Source: an optimization exercise on an open RTL-to-GDS flow (aim: small area, a short achievable clock period and few clock cycles). Production flows keep margins and buffers that such runs may drop.
At most, simulation tests tie the RTL to the original design; equivalence was not proved.

Setup of xenon:
==> flow/design.v <==
`timescale 1ns / 1ns
module HLSM34 (Clk, Rst, Start, Done, a, b, c, d, zero, z);
	input Clk, Rst, Start;
	output reg Done;
	input [63:0] a;
	input [63:0] b;
	input [63:0] c;
	input [63:0] d;
	input [63:0] zero;
	output [63:0] z;
	localparam M  = 8;               
	localparam QW = 64 + 2*M;        
	localparam CW = 3;  
	localparam SW = 4;     
	reg          busy;               
	reg          ph;                 
	reg          first;              
	reg          okr;                
	reg [CW-1:0] cnt;                
	reg [SW-1:0] shr;                
	reg [67:0]   ws, wc;             
	reg [63:0]   B;                  
	reg [QW-1:0] Q;                  
	assign z = Q[63:0];
	reg [63:0] Bn;
	reg [5:0]  s;
	integer l;
	always @(*) begin
		Bn = B;
		for (l = 5; l >= 0; l = l - 1) begin
			s[l] = ~|(Bn >> (64 - (1 << l)));
			if (s[l]) Bn = Bn << (1 << l);
		end
	end
	wire [6:0]    nmin = ({1'b0, s} + 7'd3) >> 1;                 
	wire [CW-1:0] cf   = (nmin + M - 1) / M;               
	wire [7:0]    shf  = 2 * M * cf - 2 - s;
	wire [CW-1:0] cur  = first ? cf - 1'b1 : cnt;
	wire [SW-1:0] shc  = first ? shf[SW-1:0] : shr;
	wire          last = (cur == 0);
	reg lt2;
	integer k;
	always @(*) begin
		lt2 = 1'b0;
		for (k = 1; k <= 64; k = k + 1)
			lt2 = (B[k-1] & wc[k]) | (B[k-1] & lt2) | (wc[k] & lt2);
	end
	wire okc = lt2;
	wire ok  = first ? okc : okr;
	wire [69:0] D1 = {3'b000, Bn, 3'b000};    
	wire [69:0] D2 = {2'b00, Bn, 4'b0000};    
	wire [2:0]  dh = Bn[62:60];
	wire [67:0] rs [0:M];
	wire [67:0] rc [0:M];
	wire [2*M-1:0] P, N;
	assign rs[0] = ws;
	assign rc[0] = wc;
	genvar i;
	generate
		for (i = 0; i < M; i = i + 1) begin : stage
			wire [69:0] ys = {rs[i], 2'b00};
			wire [69:0] yc = {rc[i], 2'b00};
			wire signed [6:0] est = ys[69:63] + yc[69:63];
			reg signed [6:0] m2, m1, m0, mn1;
			always @(*) begin
				case (dh)
					3'd0: begin m2 = 12; m1 = 4; m0 = -5; mn1 = -13; end
					3'd1: begin m2 = 14; m1 = 4; m0 = -5; mn1 = -15; end
					3'd2: begin m2 = 15; m1 = 4; m0 = -5; mn1 = -16; end
					3'd3: begin m2 = 16; m1 = 4; m0 = -5; mn1 = -17; end
					3'd4: begin m2 = 18; m1 = 6; m0 = -7; mn1 = -19; end
					3'd5: begin m2 = 19; m1 = 6; m0 = -7; mn1 = -20; end
					3'd6: begin m2 = 20; m1 = 6; m0 = -7; mn1 = -21; end
					default: begin m2 = 22; m1 = 6; m0 = -7; mn1 = -23; end
				endcase
			end
			wire g2  = est >= m2;
			wire g1  = est >= m1;
			wire g0  = est >= m0;
			wire gn1 = est >= mn1;
			wire pos = g1;                   
			wire neg = ~g0;                  
			wire two = g2 | ~gn1;            
			wire one = (g1 & ~g2) | (gn1 & ~g0);
			wire [69:0] mq = ({70{one}} & D1) | ({70{two}} & D2);
			wire [69:0] t  = mq ^ {70{pos}};
			wire [67:0] sm, cr;
			csa68 u_csa (.x(ys[67:0]), .y(yc[67:0]), .t(t[67:0]), .s(sm), .c(cr));
			assign rs[i+1] = sm;
			assign rc[i+1] = {cr[66:0], pos};
			assign P[2*(M-1-i) +: 2] = {pos & two, pos & one};
			assign N[2*(M-1-i) +: 2] = {neg & two, neg & one};
		end
	endgenerate
	wire [67:0] fs = rs[M];
	wire [67:0] fc = rc[M];
	wire [67:0] fg = fs & fc;
	wire [67:0] fp = fs | fc;
	wire [67:0] fx = fs ^ fc;
	reg  [66:0] G, Pp, Gn, Pn;
	integer lv, jj;
	always @(*) begin
		G = fg[66:0]; Pp = fp[66:0];
		for (lv = 0; lv < 7; lv = lv + 1) begin
			Gn = G; Pn = Pp;
			for (jj = 0; jj < 67; jj = jj + 1)
				if (jj >= (1 << lv)) begin
					Gn[jj] = G[jj] | (Pp[jj] & G[jj - (1 << lv)]);
					Pn[jj] = Pp[jj] & Pp[jj - (1 << lv)];
				end
			G = Gn; Pp = Pn;
		end
	end
	wire        wneg  = fx[67] ^ G[66];
	wire        wzero = ~|(fx ^ {fp[66:0], 1'b0});
	wire          corr = last & wneg;
	wire [M-1:0] dnz, dng;                   
	genvar di;
	generate
		for (di = 0; di < M; di = di + 1) begin : dig
			assign dnz[di] = |P[2*(M-1-di) +: 2] | |N[2*(M-1-di) +: 2];
			assign dng[di] = |N[2*(M-1-di) +: 2];
		end
	endgenerate
	reg [M:0]     bw;                        
	reg [M-1:0]   hv, hs;                    
	reg [2*M-1:0] V;
	integer kk;
	always @(*) begin
		hv[M-1] = 1'b0; hs[M-1] = 1'b0;
		hv[M-2] = 1'b0; hs[M-2] = 1'b0;
		for (kk = M - 3; kk >= 0; kk = kk - 1) begin
			hv[kk] = hv[kk+1] | dnz[kk+1];
			hs[kk] = dnz[kk+1] ? dng[kk+1] : hs[kk+1];
		end
		bw[M]   = corr;
		bw[M-1] = corr;
		bw[M-2] = dnz[M-1] ? dng[M-1] : corr;
		for (kk = M - 3; kk >= 0; kk = kk - 1)
			bw[kk] = hv[kk] ? hs[kk] : bw[M-2];
		for (kk = 0; kk < M; kk = kk + 1)
			V[2*(M-1-kk) +: 2] = P[2*(M-1-kk) +: 2] - N[2*(M-1-kk) +: 2] - bw[kk];
	end
	wire vneg = dnz[0] ? dng[0] : bw[0];
	localparam HW = QW - 2*M;
	wire [HW-1:0] Qb = Q[HW-1:0] & {HW{~first}};
	reg  [HW:0]   az;                        
	integer jz;
	always @(*) begin
		az[0] = 1'b1;
		for (jz = 0; jz < HW; jz = jz + 1)
			az[jz+1] = az[jz] & ~Qb[jz];
	end
	wire [HW-1:0] Qh = Qb ^ ({HW{vneg}} & az[HW-1:0]);
	wire [QW-1:0] Qn = {Qh, V};
	wire [SW-1:0] sa = last ? shc : {SW{1'b0}};
	wire [QW-1:0] Qr = Qn >> sa;
	wire [QW-1:0] Qs = {Qn[QW-1:64], Qr[63:0]};
	wire [2*M-1:0] lowmask = ~({2*M{1'b1}} << shc);
	wire          lowz = ~|(V & lowmask);
	wire          eq  = wzero & lowz & ok & ~Qh[HW-1];    
	wire skip = first & ~ph & ~okc;          
	wire tocd = ~ph & (skip | (last & ~eq));
	wire early = (|zero[63:60]) & ~(|b[63:60]);
	wire [7:0] ldg;
	genvar gi;
	generate
		for (gi = 0; gi < 8; gi = gi + 1) begin : ldsel
			ld_sel u_ld (.zhi(zero[63:60]), .bhi(b[63:60]), .busy(busy), .tocd(tocd), .ldcd(ldg[gi]));
		end
	endgenerate
	wire [67:0] ldw;                         
	wire [63:0] ldb;
	generate
		for (gi = 0; gi < 68; gi = gi + 1) begin : ldw_b
			assign ldw[gi] = ldg[gi / 17];
		end
		for (gi = 0; gi < 64; gi = gi + 1) begin : ldb_b
			assign ldb[gi] = ldg[4 + gi / 16];
		end
	endgenerate
	wire [67:0] ws_n = busy ? rs[M] : {3'b000, a, 1'b1};
	wire [67:0] wc_n = busy ? rc[M] : {3'b111, ~zero, 1'b1};
	wire [63:0] B_n  = busy ? Bn : b;
	always @(posedge Clk) begin
		Q <= Qs;
		ws <= (ldw & {3'b000, c, 1'b0}) | (~ldw & ws_n);
		wc <= ~ldw & wc_n;
		B  <= (ldb & d) | (~ldb & B_n);
		first <= !busy || tocd;
		cnt   <= cur - 1'b1;
		shr   <= shc;
		okr   <= ok;
	end
	always @(posedge Clk) begin
		if (Rst) begin
			busy <= 0; ph <= 0; Done <= 0;
		end else begin
			Done <= 0;
			if (!busy) begin
				if (Start) begin busy <= 1; ph <= early; end
			end else if (tocd) begin
				ph <= 1;
			end else if (last) begin
				busy <= 0; Done <= 1;
			end
		end
	end
endmodule
module csa68 (x, y, t, s, c);
	input  [67:0] x, y, t;
	output [67:0] s, c;
	assign s = x ^ y ^ t;
	assign c = (x & y) | (x & t) | (y & t);
endmodule
module ld_sel (zhi, bhi, busy, tocd, ldcd);
	input  [3:0] zhi, bhi;
	input        busy, tocd;
	output       ldcd;
	assign ldcd = busy ? tocd : ((|zhi) & ~(|bhi));
endmodule
==> flow/config.mk <==
export PLATFORM = sky130hd
export DESIGN_NAME = HLSM34
export DESIGN_NICKNAME = HLSM34
export VERILOG_FILES = /design/flow/design.v
export SDC_FILE = /design/flow/constraint.sdc
export NUM_CORES = 8
export LEC_CHECK = 0
export CAP_MARGIN = 20
export CORE_MARGIN = 2
export CORE_UTILIZATION = 55
export SETUP_SLACK_MARGIN = 5
export SLEW_MARGIN = 20
export SYNTH_HIERARCHICAL = 1
export SYNTH_MINIMUM_KEEP_SIZE = 0
==> flow/constraint.sdc <==
create_clock -name core_clock -period 300.0 [get_ports {Clk}]
set_input_delay 60.0000 -clock core_clock [delete_from_list [all_inputs] [get_ports {Clk}]]
set_output_delay 60.0000 -clock core_clock [all_outputs]
set_load 0.01 [all_outputs]
standard.sh (not shown) runs the stock make flow with config.mk's settings and CLKGATE_MAP_FILE= SYNTH_SCRIPT=/design/flow/synth_recipe.tcl, a recipe that flattens the netlist after the stock synthesis.
==> flow/flow/run.sh <==
#!/bin/bash
# Layout flow: the standard flow, except that
#  - synthesis maps the logic with an area-oriented ABC script
#    (flow/abc_area.script) instead of ORFS's delay-oriented one;
#    everything else in synthesis (registers included) is unchanged;
#  - the port buffers are buf_1 cells.
# Each step's full output goes to its own log file in this folder.
set -euo pipefail
rm -rf scripts
mkdir scripts
cp -r "$FLOW_HOME/scripts/." scripts/
cp flow/abc_area.script scripts/abc_speed.script
bash standard.sh SCRIPTS_DIR="$PWD/scripts" synth > synth.log 2>&1
bash standard.sh "BUFFER_PORTS_ARGS=-buffer_cell sky130_fd_sc_hd__buf_1" finish > layout.log 2>&1
==> flow/flow/abc_area.script <==
&get -n
&st
&dch
&nf -a
&put
buffer -c
topo
stime -c
upsize -c
dnsize -c
Testbench counts of xenon, summed over its fixed seeds: cycles 35,184.
The following lists how delta was set up differently from xenon:
--- a/flow/design.v
+++ b/flow/design.v
@@ -161,12 +161,12 @@
 	wire          eq  = wzero & lowz & ok & ~Qh[HW-1];    
 	wire skip = first & ~ph & ~okc;          
 	wire tocd = ~ph & (skip | (last & ~eq));
-	wire early = (|zero[63:60]) & ~(|b[63:60]);
+	wire early = (|zero[63:62]) & ~(|b[63:62]);
 	wire [7:0] ldg;
 	genvar gi;
 	generate
 		for (gi = 0; gi < 8; gi = gi + 1) begin : ldsel
-			ld_sel u_ld (.zhi(zero[63:60]), .bhi(b[63:60]), .busy(busy), .tocd(tocd), .ldcd(ldg[gi]));
+			ld_sel u_ld (.zhi(zero[63:62]), .bhi(b[63:62]), .busy(busy), .tocd(tocd), .ldcd(ldg[gi]));
 		end
 	endgenerate
 	wire [67:0] ldw;                         
@@ -214,7 +214,7 @@
 	assign c = (x & y) | (x & t) | (y & t);
 endmodule
 module ld_sel (zhi, bhi, busy, tocd, ldcd);
-	input  [3:0] zhi, bhi;
+	input  [1:0] zhi, bhi;
 	input        busy, tocd;
 	output       ldcd;
 	assign ldcd = busy ? tocd : ((|zhi) & ~(|bhi));
delta against xenon; total of fill cells in the finished design is up slightly. Between xenon and delta, the difference in utilization is negligible. Post-route cell area across xenon and delta: no real change. Between delta and xenon, the cell area after technology mapping figures differ only marginally. [compare] base=xenon new=delta: synthesized cell count went down 24, arrival time reported for the critical path endpoint dropped 0.07 ns. delta vs xenon on worst setup slack: delta is the higher one.
For delta, only the layout was checked, not whether the RTL still works.

## what the ideal ports hide
The flow's constraints put no driver on any port. The routed layouts listed below were extracted and timed again, unchanged, in two steps.
Step 1 assumes that a clkbuf_16 drives the clock port and a buf_2 every other input.
Step 2, shift: input delay + t, output delay - t, t = (earliest + latest rising clock arrival at the registers) / 2. This alone moves slack from input paths to output paths.
a / b / c = ideal / step 1 / step 2; a / b = the first two.
run	t (ns)	setup slack, ns	cell pins on the clock port's net
xenon	0.691	238.721 / 238.739 / 238.081	1
delta	0.673	238.731 / 238.714 / 238.110	1
After both steps setup and hold are still met in every run listed. For xenon, which loses most, drivers alone change the setup slack by +0.018 ns; drivers and shift together by -0.640 ns.
